From an optimization exercise on the open Yosys and OpenROAD flow, aimed at small area and a short achievable clock period; shortcuts taken in it are not production practice.
Power figures rest on the tool's default switching activity, not on a simulated workload.

==> flow/design.v (excerpt) <==
module cpu(
input [15:0] instruction,
input [15:0] memIn,
input reset,
input clk,
output [15:0] memOut,
output reg writeM,
output [15:0] memAddress,
output reg [15:0] pc);
==> module cpu, before the edit <==
module cpu(
input [15:0] instruction,
input [15:0] memIn,
input reset,
input clk,
output [15:0] memOut,
output reg writeM,
output [15:0] memAddress,
output reg [15:0] pc);
reg [15:0] regA;
reg        aInR;
reg [15:0] regD;
reg [15:0] R;       
wire [15:0] A = aInR ? R : regA;
assign memOut = R;
assign memAddress = regA;
wire isC = instruction[15];
wire [6:0] comp = instruction[12:6];
wire a  = comp[6];
wire zx = comp[5];
wire nx = comp[4];
wire zy = comp[3];
wire ny = comp[2];
wire f  = comp[1];
wire no = comp[0];
reg valid;
always @* begin
    case (comp)
        7'b0101010, 7'b0111111, 7'b0111010, 7'b0001100, 7'b0110000, 7'b1110000,
        7'b0001101, 7'b0110001, 7'b1110001, 7'b0001111, 7'b0110011, 7'b1110011,
        7'b0011111, 7'b0110111, 7'b1110111, 7'b0001110, 7'b0110010, 7'b1110010,
        7'b0000010, 7'b1000010, 7'b0010011, 7'b1010011, 7'b0000111, 7'b1000111,
        7'b0000000, 7'b1000000, 7'b0010101, 7'b1010101: valid = 1'b1;
        default: valid = 1'b0;
    endcase
end
wire vC = (valid & isC) | reset;    
wire nxo = nx ^ no;
wire nyo = ny ^ no;
wire [15:0] x = (regD & {16{~zx}}) ^ {16{nxo}};
wire [15:0] y = a ? (memIn ^ {16{nyo}}) : ((A & {16{~zy}}) ^ {16{nyo}});
wire [15:0] p = x ^ y;
wire [15:0] h = x & y;
wire fr = f & ~reset;
wire [15:0] g = h & {16{fr}};   
wire cin = fr & no;
wire [15:0] gg = {g[14:0], cin};
wire [15:0] pp = {p[14:0], 1'b0};
wire [15:0] G1, P1, G2, P2, G3, P3, C;
genvar i;
generate
    for (i = 0; i < 16; i = i + 1) begin : pf
        if (i >= 1) begin
            assign G1[i] = gg[i] | (pp[i] & gg[i-1]);
            assign P1[i] = pp[i] & pp[i-1];
        end else begin
            assign G1[i] = gg[i];
            assign P1[i] = pp[i];
        end
        if (i >= 2) begin
            assign G2[i] = G1[i] | (P1[i] & G1[i-2]);
            assign P2[i] = P1[i] & P1[i-2];
        end else begin
            assign G2[i] = G1[i];
            assign P2[i] = P1[i];
        end
        if (i >= 4) begin
            assign G3[i] = G2[i] | (P2[i] & G2[i-4]);
            assign P3[i] = P2[i] & P2[i-4];
        end else begin
            assign G3[i] = G2[i];
            assign P3[i] = P2[i];
        end
        if (i >= 8) begin
            assign C[i] = G3[i] | (P3[i] & G3[i-8]);
        end else begin
            assign C[i] = G3[i];
        end
    end
endgenerate
wire fo = (f | no) & ~reset;
wire nf = ~f & ~reset;
wire [15:0] q = (p & {16{fo}}) | (h & {16{nf}});
wire [15:0] r = vC ? (q ^ C) : R;
wire s = C[15] ? (vC ? ~q[15] : R[15]) : (vC ? q[15] : R[15]);
wire [15:0] t = x | y;
wire zA = &(p ~^ {t[14:0], cin});
wire zr = vC ? (f ? zA : ~|q) : ~|R;
wire [2:0] j = instruction[2:0];
wire jmp = isC & ((j[2] & s) | (j[1] & zr) | (j[0] & ~s & ~zr));
always @(posedge clk) begin
    R <= r;
    if (reset || (isC && instruction[4])) regD <= r;
    if (reset) begin
        aInR <= 1'b1;       
        pc <= 16'd0;
        writeM <= 1'b0;
    end else begin
        aInR <= isC & instruction[5];
        pc <= jmp ? A : pc + 16'd1;
        writeM <= isC & instruction[3];
    end
    regA <= isC ? A : {1'b0, instruction[14:0]};
end
endmodule
==> flow/config.mk <==
export PLATFORM = sky130hd
export DESIGN_NAME = cpu
export DESIGN_NICKNAME = cpu
export VERILOG_FILES = /design/flow/design.v
export SDC_FILE = /design/flow/constraint.sdc
export NUM_CORES = 4
export LEC_CHECK = 0
export CAP_MARGIN = 20
export CORE_MARGIN = 2
export CORE_UTILIZATION = 55
export SETUP_SLACK_MARGIN = 3.8
export SLEW_MARGIN = 20
==> flow/constraint.sdc <==
create_clock -name core_clock -period 8.0 [get_ports {clk}]
set_input_delay 1.6000 -clock core_clock [delete_from_list [all_inputs] [get_ports {clk}]]
set_output_delay 1.6000 -clock core_clock [all_outputs]
set_load 0.01 [all_outputs]
standard.sh (not shown) runs the stock make flow with config.mk's settings and CLKGATE_MAP_FILE= SYNTH_SCRIPT=/design/flow/synth_recipe.tcl, a recipe that flattens the netlist after the stock synthesis.
==> flow/flow/run.sh <==
#!/bin/bash
# Layout flow: the standard flow (standard.sh) with these changes:
#  - ports are buffered with the cell named in flow/port_buf.txt
#    (default sky130_fd_sc_hd__buf_2) instead of the delay buffers that
#    buffer_ports picks by default; every port still gets its buffer;
#  - clock tree synthesis runs with the arguments in flow/cts_args.txt
#    (default: ORFS's, without dummy loads);
#  - if flow/abc.script exists, the standard synthesis maps the logic with
#    that ABC script instead of ORFS's abc_speed.script, and if
#    flow/no_adder_map exists it leaves adders to ABC instead of mapping
#    them to the library's half and full adder cells. Nothing else in the
#    synthesis changes, so the registers are the standard synthesis's.
# Every tool's output goes to ORFS's logs under orfs/logs; make's own output
# goes to flow.log here.
set -euo pipefail
here=$(pwd)
cp standard.sh standard_sh.log
extra=""
if [[ -f flow/no_adder_map ]]; then extra="ADDER_MAP_FILE="; fi
if [[ -f flow/abc.script ]]; then
  cp flow/abc.script "$here/my_abc.script"
  {
    head -n 1 synth_recipe.tcl
    cat <<'EOT'
proc abc {args} {
  set i [lsearch -exact $args -script]
  if { $i >= 0 } { lset args [expr {$i + 1}] $::env(FLOW_ABC_SCRIPT) }
  yosys abc {*}$args
}
EOT
    tail -n +2 synth_recipe.tcl
  } > "$here/my_synth.tcl"
  export FLOW_ABC_SCRIPT="$here/my_abc.script"
  sed -e "s#SYNTH_SCRIPT=[^ ]*#SYNTH_SCRIPT=$here/my_synth.tcl $extra#" standard.sh > my_standard.sh
else
  sed -e "s#SYNTH_SCRIPT=\([^ ]*\)#SYNTH_SCRIPT=\1 $extra#" standard.sh > my_standard.sh
fi
portbuf=sky130_fd_sc_hd__buf_2
if [[ -f flow/port_buf.txt ]]; then portbuf=$(cat flow/port_buf.txt); fi
export BUFFER_PORTS_ARGS="-buffer_cell $portbuf"
if [[ -f flow/cts_args.txt ]]; then
  export CTS_ARGS="$(cat flow/cts_args.txt)"
else
  export CTS_ARGS="-sink_clustering_enable -repair_clock_nets -dont_use_dummy_load"
fi
bash my_standard.sh > flow.log 2>&1
==> flow/flow/abc.script <==
strash
dch
map -B 0.9
topo
stime -c
buffer -c
upsize -c
dnsize -c
==> flow/flow/cts_args.txt <==
-sink_clustering_enable -repair_clock_nets -dont_use_dummy_load -sink_clustering_size 24 -sink_clustering_max_diameter 80 -buf_list {sky130_fd_sc_hd__clkbuf_4 sky130_fd_sc_hd__clkbuf_8}
==> flow/flow/no_adder_map <==
==> flow/flow/port_buf.txt <==
sky130_fd_sc_hd__buf_1
Then changed:
--- a/flow/design.v
+++ b/flow/design.v
@@ -36,13 +36,15 @@
 end
 wire vC = (valid & isC) | reset;    
-wire nxo = nx ^ no;
-wire nyo = ny ^ no;
-wire [15:0] x = (regD & {16{~zx}}) ^ {16{nxo}};
-wire [15:0] y = a ? (memIn ^ {16{nyo}}) : ((A & {16{~zy}}) ^ {16{nyo}});
+wire nxo = (nx ^ no) & ~reset;
+wire nyo = (ny ^ no) & ~reset;
+wire kx = ~zx & ~reset;
+wire ky = ~zy & ~reset;
+wire aM = a & ~reset;
+wire [15:0] x = (regD & {16{kx}}) ^ {16{nxo}};
+wire [15:0] y = aM ? (memIn ^ {16{nyo}}) : ((A & {16{ky}}) ^ {16{nyo}});
 wire [15:0] p = x ^ y;
 wire [15:0] h = x & y;
-wire fr = f & ~reset;
-wire [15:0] g = h & {16{fr}};   
-wire cin = fr & no;
+wire [15:0] g = h & {16{f}};    
+wire cin = f & no & ~reset;
 wire [15:0] gg = {g[14:0], cin};
 wire [15:0] pp = {p[14:0], 1'b0};
@@ -51,5 +53,5 @@
 generate
     for (i = 0; i < 16; i = i + 1) begin : pf
-        if (i >= 1) begin
+        if (i % 2 == 1) begin
             assign G1[i] = gg[i] | (pp[i] & gg[i-1]);
             assign P1[i] = pp[i] & pp[i-1];
@@ -58,14 +60,14 @@
             assign P1[i] = pp[i];
         end
-        if (i >= 2) begin
-            assign G2[i] = G1[i] | (P1[i] & G1[i-2]);
-            assign P2[i] = P1[i] & P1[i-2];
+        if (i % 4 >= 2) begin
+            assign G2[i] = G1[i] | (P1[i] & G1[i - i % 4 + 1]);
+            assign P2[i] = P1[i] & P1[i - i % 4 + 1];
         end else begin
             assign G2[i] = G1[i];
             assign P2[i] = P1[i];
         end
-        if (i >= 4) begin
-            assign G3[i] = G2[i] | (P2[i] & G2[i-4]);
-            assign P3[i] = P2[i] & P2[i-4];
+        if (i % 8 >= 4) begin
+            assign G3[i] = G2[i] | (P2[i] & G2[i - i % 8 + 3]);
+            assign P3[i] = P2[i] & P2[i - i % 8 + 3];
         end else begin
             assign G3[i] = G2[i];
@@ -73,5 +75,5 @@
         end
         if (i >= 8) begin
-            assign C[i] = G3[i] | (P3[i] & G3[i-8]);
+            assign C[i] = G3[i] | (P3[i] & G3[7]);
         end else begin
             assign C[i] = G3[i];
@@ -79,7 +81,6 @@
     end
 endgenerate
-wire fo = (f | no) & ~reset;
-wire nf = ~f & ~reset;
-wire [15:0] q = (p & {16{fo}}) | (h & {16{nf}});
+wire fo = f | no;
+wire [15:0] q = (p & {16{fo}}) | (h & {16{~f}});
 wire [15:0] r = vC ? (q ^ C) : R;
 wire s = C[15] ? (vC ? ~q[15] : R[15]) : (vC ? q[15] : R[15]);
@@ -88,5 +89,9 @@
 wire zr = vC ? (f ? zA : ~|q) : ~|R;
 wire [2:0] j = instruction[2:0];
-wire jmp = isC & ((j[2] & s) | (j[1] & zr) | (j[0] & ~s & ~zr));
+wire jmp1 = isC & (j[2] | (j[1] & zr));
+wire jmp0 = isC & ((j[1] & zr) | (j[0] & ~zr));
+wire [15:0] pc1 = pc + 16'd1;
+wire [15:0] pcn1 = reset ? 16'd0 : jmp1 ? A : pc1;
+wire [15:0] pcn0 = reset ? 16'd0 : jmp0 ? A : pc1;
 always @(posedge clk) begin
     R <= r;
@@ -94,11 +99,10 @@
     if (reset) begin
         aInR <= 1'b1;       
-        pc <= 16'd0;
         writeM <= 1'b0;
     end else begin
         aInR <= isC & instruction[5];
-        pc <= jmp ? A : pc + 16'd1;
         writeM <= isC & instruction[3];
     end
+    pc <= s ? pcn1 : pcn0;
     regA <= isC ? A : {1'b0, instruction[14:0]};
 end
Sequential share of layout area fell by 3.0 points.
Clock power goes down by a few percent.
Non-clock buffer count rose by 17.
Utilization climbs by 4.7 points.
Final cell count goes up by a little under a tenth.
Synthesized cell count grows by a few percent.
Die area goes up by a few percent.
Setup slack degrades by 0.0088 ns.
Clock-buffer cell count stays the same.
Global-route usage goes down by 0.77 points.
Sequential power climbs by a few percent.
Design area came out higher by roughly a tenth.
No run of this note included a check of the RTL's function; only the layout flow was run.

==> separate check: timing with driven ports <==
The flow's constraints put no driver on any port. The routed layouts listed below were extracted and timed again, unchanged, in two steps. Step 1, drivers: a clkbuf_16 drives clk and a buf_2 each remaining input, both assumed. Step 2 moves the port delays by t, midway between the first and last clock arrival at a register: inputs arrive t later, outputs are due t later. That takes back most of the time a late clock gives input paths. Three values: no drivers, after step 1, after step 2; two values: the first two.
run | shift t [ns] | setup WS [ns] | worst setup path after step 2 | worst register clock-pin slew, ns
the first run | 0.373 | 3.928 / 3.944 / 3.570 | input to register | 0.07 / 0.07
the second run | 0.380 | 3.920 / 3.933 / 3.554 | input to register | 0.08 / 0.08
After both steps every run listed still meets setup and hold. For the second run, which loses most, drivers alone change the setup slack by +0.013 ns; drivers and shift together by -0.366 ns.
